From an optimization exercise on the open Yosys and OpenROAD flow, aimed at small area; shortcuts taken in it are not production practice.
Only simulation tests tie the RTL to the original design; equivalence was not proved.
Power is estimated from default activity; no workload was simulated. No driver is modelled on the clock port, so clocking that relies on it looks cheaper here than on a real chip.

--- design/flow/flow/run.sh ---
#!/bin/bash
# The standard layout (the standard.sh: standard synthesis and ORFS), with these changes:
#  - clock tree synthesis without dummy loads (same buffer list and clustering as config.mk);
#  - port buffers use the smallest buffer cell;
#  - antenna repair after detailed routing, up to 5 rounds.
# make's full output goes to standard.log; each ORFS step logs under orfs/logs.
set -euo pipefail
CTS="-sink_clustering_enable -repair_clock_nets -buf_list sky130_fd_sc_hd__clkbuf_16 -sink_clustering_size 30 -sink_clustering_max_diameter 80 -dont_use_dummy_load"
bash standard.sh "CTS_ARGS=$CTS" "BUFFER_PORTS_ARGS=-buffer_cell sky130_fd_sc_hd__buf_1" "MAX_REPAIR_ANTENNAS_ITER_DRT=5" finish > standard.log 2>&1
--- design/flow/standard.sh ---
#!/bin/bash
# synth_recipe.tcl (not shown) runs the flow's synth.tcl, then flattens the netlist and writes it again
# the make line also repeats each setting of config.mk as NAME=value (left out here)
make -C /OpenROAD-flow-scripts/flow DESIGN_CONFIG=/design/flow/config.mk WORK_HOME=/design/flow/orfs CLKGATE_MAP_FILE= SYNTH_SCRIPT=/design/flow/synth_recipe.tcl "${@:-finish}"
--- design/flow/config.mk ---
export PLATFORM = sky130hd
export DESIGN_NAME = sync_fifo
export DESIGN_NICKNAME = sync_fifo
export VERILOG_FILES = /design/flow/design.v
export SDC_FILE = /design/flow/constraint.sdc
export NUM_CORES = 8
export LEC_CHECK = 0
export CAP_MARGIN = 20
export CORE_MARGIN = 2
export CORE_UTILIZATION = 70
export CTS_BUF_LIST = sky130_fd_sc_hd__clkbuf_16
export CTS_CLUSTER_DIAMETER = 80
export CTS_CLUSTER_SIZE = 30
export SLEW_MARGIN = 20
--- design/flow/constraint.sdc ---
create_clock -name core_clock -period 10.0 [get_ports {i_clk}]
set_input_delay 2.0000 -clock core_clock [delete_from_list [all_inputs] [get_ports {i_clk}]]
set_output_delay 2.0000 -clock core_clock [all_outputs]
set_load 0.01 [all_outputs]
--- design/flow/design.v ---
module sync_fifo
#(
	parameter FIFO_DEPTH = 256,
	parameter DATA_WIDTH =  32,
	parameter WIDTH      = 9
) (
	input                         i_clk            ,
	input                         i_rst_n          ,
	input                         i_valid_s        ,
	input                         i_ready_m        ,
	input        [WIDTH-1:0]      i_almostempty_lvl,
	input        [WIDTH-1:0]      i_almostfull_lvl ,
	input        [DATA_WIDTH-1:0] i_datain         ,
	output logic                  o_almostfull     ,
	output logic                  o_full           ,
	output logic                  o_ready_s        ,
	output logic                  o_valid_m        ,
	output logic                  o_almostempty    ,
	output logic                  o_empty          ,
	output logic [DATA_WIDTH-1:0] o_dataout
);
localparam int LB = 3;                       
localparam int L  = 1 << LB;                 
localparam int KC = L - 1;                   
localparam int NR = (FIFO_DEPTH - L) / L;    
localparam int RB = 5;                       
localparam int DW = DATA_WIDTH;
logic [WIDTH-1:0] count;   
logic [LB:0]      pcnt;    
logic [2:0]       kcnt;    
logic [LB-1:0]    phase;
logic [LB-1:0]    hs;      
logic [RB-1:0]    ra_r, wa_r;  
logic [LB-1:0]    xr, xw;  
assign o_empty       = (count == 0);
assign o_valid_m     = !o_empty;
assign o_full        = (count == FIFO_DEPTH);
assign o_ready_s     = !o_full;
assign o_almostfull  = (count >= i_almostfull_lvl);
assign o_almostempty = (count <= i_almostempty_lvl);
logic pop, push;
logic [LB:0] pa;
logic pfull, s_zero, realign, has_k, rd, wr, wr_p, wr_s, kout, d2k, pin;
assign pop     = i_ready_m & !o_empty;
assign push    = i_valid_s & (!o_full | i_ready_m);
assign pa      = pcnt - pop;
assign pfull   = pa[LB];
assign s_zero  = (count == pcnt + kcnt);
assign realign = s_zero & (pa == 0);
assign has_k   = (kcnt != 0);
assign rd      = !s_zero & (xr == 0) & !pfull;
assign wr      = (has_k | push) & (realign | (xw == 0));
assign wr_p    = wr & s_zero & !pfull;
assign wr_s    = wr & !(s_zero & !pfull);
assign kout    = has_k & wr;
assign d2k     = push & (has_k | !wr);
assign pin     = rd | wr_p;
logic [RB-1:0] ra_rn, wa_rn;
assign ra_rn = (ra_r == NR-1) ? {RB{1'b0}} : ra_r + 1'b1;
assign wa_rn = (wa_r == NR-1) ? {RB{1'b0}} : wa_r + 1'b1;
always_ff @(posedge i_clk or negedge i_rst_n) begin
	if (~i_rst_n) begin
		count <= '0;
		pcnt  <= '0;
		kcnt  <= '0;
		phase <= '0;
		hs    <= '0;
		ra_r  <= '0;
		wa_r  <= '0;
		xr    <= '0;
		xw    <= '0;
	end else begin
		count <= count + push - pop;
		pcnt  <= pa + pin;
		kcnt  <= kcnt - kout + d2k;
		phase <= phase + 1'b1;
		if (realign & wr) begin
			hs <= '0;
			xr <= '0;
			xw <= '0;
			if (phase == L-1) begin
				ra_r <= wa_rn;
				wa_r <= wa_rn;
			end
		end else begin
			hs <= hs + !pop;
			xr <= xr + !pin;
			xw <= xw + !wr;
			if (pin && phase == L-1) ra_r <= ra_rn;
			if (wr && phase == L-1) wa_r <= wa_rn;
		end
	end
end
logic [DW-1:0] kq [KC];
logic [DW-1:0] pr [L];
logic [DW-1:0] ring [NR][L];
logic [DW-1:0] src, ring_out, pin_data;
assign src = has_k ? kq[kr] : i_datain;
always_comb begin
	ring_out = ring[0][L-1];
	for (int i = 1; i < NR; i++)
		if (ra_r == i) ring_out = ring[i][L-1];
end
assign pin_data = rd ? ring_out : src;
for (genvar i = 0; i < NR; i++) begin : g_ring
	logic we;
	assign we = wr_s & (wa_r == i);
	always_ff @(posedge i_clk) begin
		ring[i][0] <= (src & {DW{we}}) | (ring[i][L-1] & ~{DW{we}});
		for (int j = 1; j < L; j++)
			ring[i][j] <= ring[i][j-1];
	end
end
always_ff @(posedge i_clk) begin
	pr[0] <= (pin_data & {DW{pin}}) | (pr[L-1] & ~{DW{pin}});
	for (int j = 1; j < L; j++)
		pr[j] <= pr[j-1];
end
assign o_dataout = pr[hs];
logic [2:0] kr, kw;
assign kw = (kr + kcnt >= KC) ? kr + kcnt - KC : kr + kcnt;
always_ff @(posedge i_clk or negedge i_rst_n) begin
	if (~i_rst_n)
		kr <= '0;
	else if (kout)
		kr <= (kr == KC-1) ? 3'd0 : kr + 1'b1;
end
for (genvar i = 0; i < KC; i++) begin : g_k
	always_ff @(posedge i_clk) begin
		if (d2k && kw == i)
			kq[i] <= i_datain;
	end
end
endmodule
==> summary.txt <==
worst max path at each step:
stage	from	endpoint	slack (ns)	depth (start not counted)
floorplan	i_ready_m	kq[3][0]$_DFFE_PP_	2.56	12
global placement	i_ready_m	kcnt[2]$_DFF_PN0_	3.83	17
detailed placement	i_ready_m	kcnt[2]$_DFF_PN0_	3.87	17
CTS	hs[0]$_DFF_PN0_	o_dataout[24]	3.65	6
global route	hs[0]$_DFF_PN0_	o_dataout[24]	3.41	6
finish	hs[0]$_DFF_PN0_	o_dataout[11]	3.71	6
final cells by class:
type,count,area share (%)
inverters,109,0.194
flip-flops and latches,8457,81.6
diodes,17,0.0202
well taps,3743,2.22
clock buffers,321,3.82
repair buffers,269,0.802
multi-input cells,4146,11.4
metal layers:
layer | wire length (µm) | track usage, %
met2 | 189000 | 45.0
met4 | 16000 | 10.2
met5 | 14 | 0
met1 | 197000 | 43.9
met3 | 26100 | 4.03
power breakdown:
part           total, mW  internal [mW]  switching [mW]
clock               15.1           5.82            9.23
sequential          37.4           36.3            1.12
combinational       9.79           2.06            7.73
total               62.3           44.2            18.1
sequential cells by signal, summed over array words and instances, names as in the netlist:
name   count
count      9
hs         3
kcnt       3
kq       224
kr         3
pcnt       4
phase      3
pr       256
ra_r       5
ring    7936
wa_r       5
xr         3
xw         3
synthesized netlist by cell type, drive strengths merged (14+ instances only):
cell	count
a211o	15
a211oi	49
a21o	22
a21oi	112
a221o	43
a221oi	150
a222oi	16
a22o	35
a22oi	70
a31oi	18
a41o	15
and3	14
buf	96
clkbuf	475
dfrtp	41
dfxtp	8192
edfxtp	224
ha	62
inv	106
mux2	28
mux2i	69
nand2	1162
nand2b	18
nand3	102
nand4	73
nor2	243
nor2b	19
nor3	85
nor3b	23
o211ai	29
o21ai	1193
o221ai	70
o22a	14
o22ai	140
o311ai	15
or3	23
xnor2	18
kinds of logic (layout without fill, tap and decap cells):
family | Yosys count | in the layout | synth area share, %
xor+xnor | 24 | 24 | 0.113
other cells | 0 | 17 | 0
flops | 8457 | 8457 | 86.8
fa+ha+maj | 66 | 66 | 0.433
compound gates | 2086 | 2086 | 6.50
mux | 108 | 108 | 0.636
simple gates | 1862 | 1862 | 4.15
buf+inv | 680 | 699 | 1.36
worst max-delay path, delay by kind of cell, from the launching register on:
family                 cells  cell delay [ns]
flip-flops                 1             0.88
buffers and inverters      2             1.06
AO/OA/AOI/OAI              2             0.39
AND/OR/NAND/NOR            2             1.05
==> summary.md <==
| Metric | Value |
|---|---|
| CTS Root Cell | `clkbuf_16` |
| DRC viols | `0` |
| Startpoint types | `register` |
| Worst path most repeated cell | `nor2_1` |
| Hold Path Class | `register to register` |
| Area Growth Syn to Fin | `6.40%` |
| Most common cell after layout, fill and taps aside | `dfxtp_1` |
| Multi-input gate area | `23900 µm²` |
| Critical Path RT | `8.00 ns` |
| PD cells | `296 nW/µm²` |
| Post-synth top area cell | `dfxtp_1` |
| Finished Layout Cells | `17062` |
| Peak supply drop | `0.000366 V` |
| Hold slack | `0.287 ns` |
| Num CTS Buffers | `321` |
| # Post-CTS Setup Buffers | `0` |
| Reg2reg end | `kcnt[2]$_DFF_PN0_` |
| Endpoints failing setup | `0` |
| DRT Pass-1 Iters | `8` |
| Final #Nets | `13424` |
| Worst reg-to-reg setup slack | `4.62 ns` |
| Die H | `536 µm` |
| Die ar. | `287000 µm²` |
| Syn nets | `13403` |
| Slew of the pin with the lowest slew margin | `1.36 ns` |
| Crit. End Element | `primary output` |
| Worst Path Arrival | `4.29 ns` |
| Clock Latency Late Sink | `0.94 ns` |
| Die width | `536 µm` |
| CTS tree | `built` |
| Worst Hold Path EP | `ring[246][0]$_DFF_P_` |
| First-pass GRT wire length | `618000 µm` |
| Max Clock Freq | `159 MHz` |
| Cts hold-fix bufs | `0` |
| Yosys warns | `4` |
| Max Slew Vio Count | `0` |
| Routed wire length | `428000 µm` |
| Crit Path Class | `register to primary output` |
| EDFF count, synth | `224` |
| Clk_skew | `0.0982 ns` |
| Fillers | `17510` |
| #FFs+latches synth | `8457` |
| Fin crit share | `62.9%` |
| Worst slack, placed | `3.87 ns` |
| WHS Path Cells | `0` |
| I/O pins | `92` |
| Total Power | `62.3 mW` |
| Hold_sp | `ring[245][0]$_DFF_P_` |
| Cells on worst reg2reg path | `20` |
| R2r startpoint | `count[5]$_DFF_PN0_` |
| Clock Path Buffers | `4` |
| Top-area cell type share of the netlist area | `82.9%` |
| Resize count post-CTS | `0` |
| Setup TNS | `0 ns` |
| IO buf count | `91` |
| Dpl cell area | `202000 µm²` |
| Vias in the first global route | `92294` |
| Placed insts | `16723` |
| Core Area | `282000 µm²` |
| Max_cap viols | `0` |
| Final hold vios | `0` |
| Initial antenna violation count | `33` |
| Synth Flop Type | `dfxtp_1` |
| Total global routing overflow | `0` |
| Final Wtd Congestion | `0.897` |
| Tmin final | `6.29 ns` |
| Vias after detailed routing | `93745` |
| Crit-path slowest cell | `nor2_1` |
| Sequential Area | `172000 µm²` |
| Design area | `211000 µm²` |
| Most frequent cells in the layout | `8192 x dfxtp_1, 1164 x o21ai_0, 1160 x nand2_1, 321 x clkbuf_16, 235 x nor2_1` |
| Top post-synthesis cells by area | `dfxtp_1 83%, edfxtp_1 3.4%, o21ai_0 3.0%, nand2_1 2.2%, clkbuf_1 0.90%` |
| Post-Syn Area | `198000 µm²` |
| Final antenna-violating net count | `0` |
| Initial core utilization | `70.2%` |
| Run status | `no timing/DRC/antenna violations` |
| Avg Inst Size Synth | `14.9 µm²` |
| Mapped Cells | `13283` |
| Num rows | `195` |
| Setup ws final | `3.71 ns` |
| Worst-path maximum fanout | `29` |
| HPWL Detailed | `265000 µm` |
| Max-slew headroom | `9.59%` |
| Sequential cell area fraction in the yosys report | `86.8%` |
| Layout cells sized above 1 | `4.86%` |
| Pleak | `81.5 nW` |
| Post-synthesis cell type count | `91` |
| Worst path cell trace | `clkinv_1 -> nor2_1 -> a22oi_1 -> nor2_1 -> o22a_1 -> buf_1` |
| CTS sink cnt | `8457` |
| Worst path max stage delay | `0.91 ns` |
| GRT Util Overall | `29.5%` |
| Iteration-0 DRC count of the detailed router | `8687` |
| Max H-tree Level | `5` |
| Clk slew on worst S/H paths | `0.10 ns` |
| Largest net degree at the start of global routing | `71` |
| RSZ-0062 raised after global routing | `false` |
| Vias per inst | `5.49` |
| Final core utilization | `74.7%` |
| Fraction of registers with async set/reset | `0.485%` |
| WL/cell | `25.1 µm` |

[what the ideal ports hide]
No port has a modelled driver above. Below, the same layout with a new extraction and two added sets of constraints. Step 1 (the two cells are an assumption about what drives the block):
set clk [get_ports {i_clk}]
set_driving_cell -lib_cell sky130_fd_sc_hd__clkbuf_16 $clk
set_driving_cell -lib_cell sky130_fd_sc_hd__buf_2 [delete_from_list [all_inputs] $clk]
Step 2, shift: input delay + t, output delay - t, t = (earliest + latest rising clock arrival at the registers) / 2. This alone moves slack from input paths to output paths. Three values: ideal ports, drivers, drivers and shift; two values: the first two.
t, ns: 0.996
setup WS [ns]: 3.710 / 3.609 / 3.971
latest minus earliest clock arrival (ns): 0.098 / 0.098
worst register clock-pin slew, ns: 0.11 / 0.11
worst data-port slew with drivers (ns): 0.11
After both steps setup and hold are still met in this run. For this run, drivers alone change the setup slack by -0.101 ns; drivers and shift together by +0.261 ns.
